From an optimization exercise on the open Yosys and OpenROAD flow, aimed at small area; shortcuts taken in it are not production practice. In this exercise RTL edits were held to simulation tests only and were not proved equivalent to the original. Power figures rest on the tool's default switching activity, not on a simulated workload.

==> run a: inputs <==
// uart_top
module uart_top (
    input  wire       clk,
    input  wire       rst,
    input  wire       tx_send,
    input  wire [6:0] tx_data,
    output wire       tx_serial,
    input  wire       rx_serial,
    output wire [6:0] rx_data,
    output wire       rx_broken
);
==> module sender, before the edit <==
module sender (
    clk,
    rst,
	send_flag,
    send_data , 
    out_serial_bit
);
	parameter bowd_rate = 9600 ; 
    parameter clk_pariod = 50;
	input send_flag,clk;
    input rst;
    input [6:0] send_data;
    output reg  out_serial_bit;
    reg [9:0] data_reg;
    integer curent_pos; 
    localparam integer max_clk = ((1000000000/bowd_rate) / clk_pariod) - 5 ; 
    integer clk_counter;
    integer  i;
    integer counter_even;
    always @(posedge clk) begin
	if (rst)
	begin
        curent_pos = 1;
        clk_counter = -1;
        counter_even = 0;
        out_serial_bit = 1'b1;
	end
	else if(curent_pos <=9 )
	begin
        if(send_flag == 1'b1)
            begin
                if(clk_counter == -1 )
                begin
				out_serial_bit = 1'b0 ;
                counter_even = 0;
                for (i = 1 ; i<=7 ; i= i +1)
                begin
                    if(send_data[i-1] == 1'b1)
                    begin
                      counter_even = counter_even +1;
                    end
                    data_reg [i]= send_data[i-1];
                end
                data_reg[0]= 1'b0;
                data_reg[9]= 1'b1 ;
                if (counter_even%2 == 0 )
                    data_reg[8] = 1'b0;
                else
                    data_reg[8] = 1'b1;
            end
            clk_counter = clk_counter + 1 ; 
            if(max_clk < clk_counter)
            begin
                out_serial_bit = data_reg[curent_pos];
                curent_pos = curent_pos + 1 ;
                clk_counter=0; 
            end
        end
    end 
	else 
	begin
		out_serial_bit = 1'b1;
        clk_counter = clk_counter + 1 ;
        if(max_clk < clk_counter)
        begin
            curent_pos = 1;
            clk_counter = -1;
        end
	end
    end
endmodule
==> module reciever, before the edit <==
module reciever (
    clk,
    rst,
    recieve_bit,
    out,
    broken
);
    input clk;
    input rst;
    input wire recieve_bit;
    reg recieve_flag;
	reg  parity, end_bit, start_bit;
    reg [6:0] packet;  
    output reg [6:0] out;
    output reg broken;
    integer cnt;  
    integer i;  
	parameter bowd_rate = 9600 ; 
    parameter clk_length = 60;
    localparam integer max_clk = ((1000000000/bowd_rate) / clk_length);
    integer clk_cnt;
    integer sum;
    always @(posedge clk) begin
      if (rst) begin
        cnt = 0;
        recieve_flag = 1'b0;
        clk_cnt = 0;
        sum = 0;
        broken = 1'b0;
        out = 7'b0;
      end else begin
        start_bit = recieve_bit;
        if(start_bit == 1'b0)
        begin
            recieve_flag = 1'b1;
        end
        if (recieve_flag == 1'b1) begin
            if(clk_cnt >= max_clk)
            begin
            if(cnt==7)
            begin
                parity = recieve_bit;
                clk_cnt = 0;
                cnt = cnt+1;
            end
            else if(cnt == 8)
            begin
                end_bit = recieve_bit;
                for(i = 0; i < 7; i = i + 1)
                    if(packet[i] == 1'b1)
                        sum = sum + 1;
                if(parity == 1'b1)
                    sum = sum + 1;
                if(sum%2 == 0)
                begin
                    for(i = 0; i < 7; i = i + 1)
                        out[i] = packet[i];
                end
                else
                    broken = 1'b1;
                clk_cnt =0;
                recieve_flag = 1'b0;
                cnt = 0;
                sum = 0;
            end
            else
            begin
                packet[cnt] = recieve_bit;
                clk_cnt = 0;
                cnt = cnt+1;
            end
            end
        clk_cnt = clk_cnt + 1;
        end 
      end
    end
endmodule
make LEC_CHECK=0 CAP_MARGIN=20 CORE_MARGIN=2 CORE_UTILIZATION=40 SLEW_MARGIN=20 finish   # period 10.0 ns
run.sh (not shown) runs the stock make flow with config.mk's settings and CLKGATE_MAP_FILE= SYNTH_SCRIPT=/design/flow/synth_recipe.tcl, a recipe that flattens the netlist after the stock synthesis.
==> run b (differences from run a) <==
==> flow/design.v (replaced) <==
module sender (
    clk,
    rst,
    send_flag,
    send_data,
    out_serial_bit
);
    parameter bowd_rate = 9600;
    parameter clk_pariod = 50;
    input clk, rst, send_flag;
    input [6:0] send_data;
    output out_serial_bit;
    localparam integer max_clk = ((1000000000/bowd_rate) / clk_pariod) - 5;
    localparam [9:0] CNT0 = 10'd1023 - max_clk;
    reg [9:0] cnt;
    reg [3:0] pos;
    reg [6:0] data;
    reg parity;      
    wire idle = pos[3] & pos[0] & ~pos[1];
    wire hold = pos[3] & ~pos[0];
    wire run  = hold | (send_flag & ~idle);
    wire [10:0] carry;
    assign carry[0] = run;
    genvar g;
    generate for (g = 0; g < 10; g = g + 1) begin : cc
        assign carry[g+1] = carry[g] & cnt[g];
    end endgenerate
    wire tick = carry[10];
    wire [9:0] cnt_next = (cnt ^ carry[9:0]) | (tick ? CNT0 : 10'd0);
    wire [7:0] bits = {parity, data};
    assign out_serial_bit = pos[3] ? ~pos[2] : bits[pos[2:0]];
    always @(posedge clk) begin
        if (rst) begin
            cnt <= CNT0;
            pos <= 4'd9;
            parity <= 1'b0;
        end else begin
            cnt <= cnt_next;
            parity <= parity ^ (tick & ~pos[3] & out_serial_bit);
            if (idle) begin
                if (send_flag) begin
                    pos <= 4'd15;
                    data <= send_data;
                end
            end else if (tick)
                pos <= pos + 4'd1;
        end
    end
endmodule
module reciever (
    clk,
    rst,
    recieve_bit,
    out,
    broken
);
    parameter bowd_rate = 9600;
    parameter clk_length = 60;
    input clk, rst, recieve_bit;
    output reg [6:0] out;
    output reg broken;
    localparam integer max_clk = ((1000000000/bowd_rate) / clk_length);
    localparam [9:0] CNT0 = 10'd1023 - max_clk;
    reg [9:0] cnt;
    reg [3:0] pos;
    reg [6:0] packet;
    reg sum;
    wire idle = &pos;
    wire stop = pos[3] & ~pos[0];
    wire run = ~idle | ~recieve_bit;
    wire [10:0] carry;
    assign carry[0] = run;
    genvar g;
    generate for (g = 0; g < 10; g = g + 1) begin : cc
        assign carry[g+1] = carry[g] & cnt[g];
    end endgenerate
    wire sample = carry[10];
    wire [9:0] cnt_next = (cnt ^ carry[9:0]) | (sample ? CNT0 + 10'd1 : 10'd0);
    always @(posedge clk) begin
        if (rst) begin
            cnt <= CNT0;
            pos <= 4'd15;
            sum <= 1'b0;
            out <= 7'b0;
            broken <= 1'b0;
        end else begin
            cnt <= cnt_next;
            if (sample & stop) begin
                pos <= 4'd15;
                sum <= 1'b0;
                if (sum)
                    broken <= 1'b1;
                else
                    out <= packet;
            end else if (sample | (idle & ~recieve_bit)) begin
                pos <= pos + 4'd1;
                sum <= sum ^ (sample & recieve_bit);
            end
            if (sample & ~pos[3] & ~(&pos[2:0]))
                packet <= {recieve_bit, packet[6:1]};
        end
    end
endmodule
module uart_top (
    input  wire       clk,
    input  wire       rst,
    input  wire       tx_send,
    input  wire [6:0] tx_data,
    output wire       tx_serial,
    input  wire       rx_serial,
    output wire [6:0] rx_data,
    output wire       rx_broken
);
    sender #(.bowd_rate(115200), .clk_pariod(10)) s1 (
        .clk(clk),
        .rst(rst),
        .send_flag(tx_send),
        .send_data(tx_data),
        .out_serial_bit(tx_serial)
    );
    reciever #(.bowd_rate(115200), .clk_length(10)) r1 (
        .clk(clk),
        .rst(rst),
        .recieve_bit(rx_serial),
        .out(rx_data),
        .broken(rx_broken)
    );
endmodule
==> comparison table <==
| item | run b | run a |
|---|---|---|
| Result of the run | no timing/DRC/antenna violations | no timing/DRC/antenna violations |
| Setup slack of the critical path after layout | 5.03 ns | 5.55 ns |
| Seq/total area | 0.470 | 0.311 |
| Synthesized Nets | 208 | 1,262 |
| Non-clock buffers, area share | 0.0817 | 0.0245 |
| Area of the multi-input gates | 918 um2 | 0.00598 mm2 |
| Later-pin clock latency in the skew report | 0.30 ns | 0.44 ns |
| Area post-placement | 0.00240 mm2 | 0.0100 mm2 |
| Largest net degree at the start of global routing | 38 | 73 |
| Post-synth design cell area | 0.00214 mm2 | 0.00979 mm2 |
| Cell class ranked first by area | registers | multi-input combinational cells |
| Register bit total from synthesis | 52 | 156 |
| Worst path required time | 10.17 ns | 10.28 ns |
| Total power draw | 460 uW | 2320 uW |
| Relative contribution of combinational cells to total power | 0.152 | 0.364 |
| Fraction of layout cells with a size suffix above 1 | 0.0867 | 0.0648 |
| Count of routing violations after the opening detailed-route iteration | 67 | 738 |
| Gr usage total | 0.112 | 0.191 |
| Global-route met1 utilization | 0.128 | 0.267 |
| Fraction of power consumed by sequential logic | 0.545 | 0.362 |
| Clock-pin slew reported for the worst setup and hold paths after clock tree synthesis | 0.09 ns | 0.07 ns |
| Hold path endpoint | r1.packet[4] | r1.broken |
| Final Hold Slack | 0.452 ns | 0.454 ns |

-- port drivers added, routing unchanged --
How much do the figures lean on ideal ports? The routed layouts below were timed once more, with nothing changed but the port constraints.
Step 1 sets driving cells, clkbuf_16 on the clock port and buf_2 on the other inputs (assumed; they add their load-dependent delay and slew).
Step 2 moves the port delays by t, midway between the first and last clock arrival at a register: inputs arrive t later, outputs are due t later. That takes back most of the time a late clock gives input paths.
a / b / c = no drivers / after step 1 / after step 2; a / b = the first two.
run | t (ns) | setup WS [ns] | worst setup path at the end | worst data-port slew with drivers (ns) | cell pins on the clock port's net
run a | 0.475 | 5.549 / 5.568 / 5.092 | input to register | 0.06 | 1
run b | 0.320 | 5.030 / 5.031 / 4.711 | input to register | 0.03 | 1
After both steps every run listed still meets setup and hold. The setup slack of run a, which loses most, moves by +0.019 ns with the drivers and by -0.457 ns with both steps.
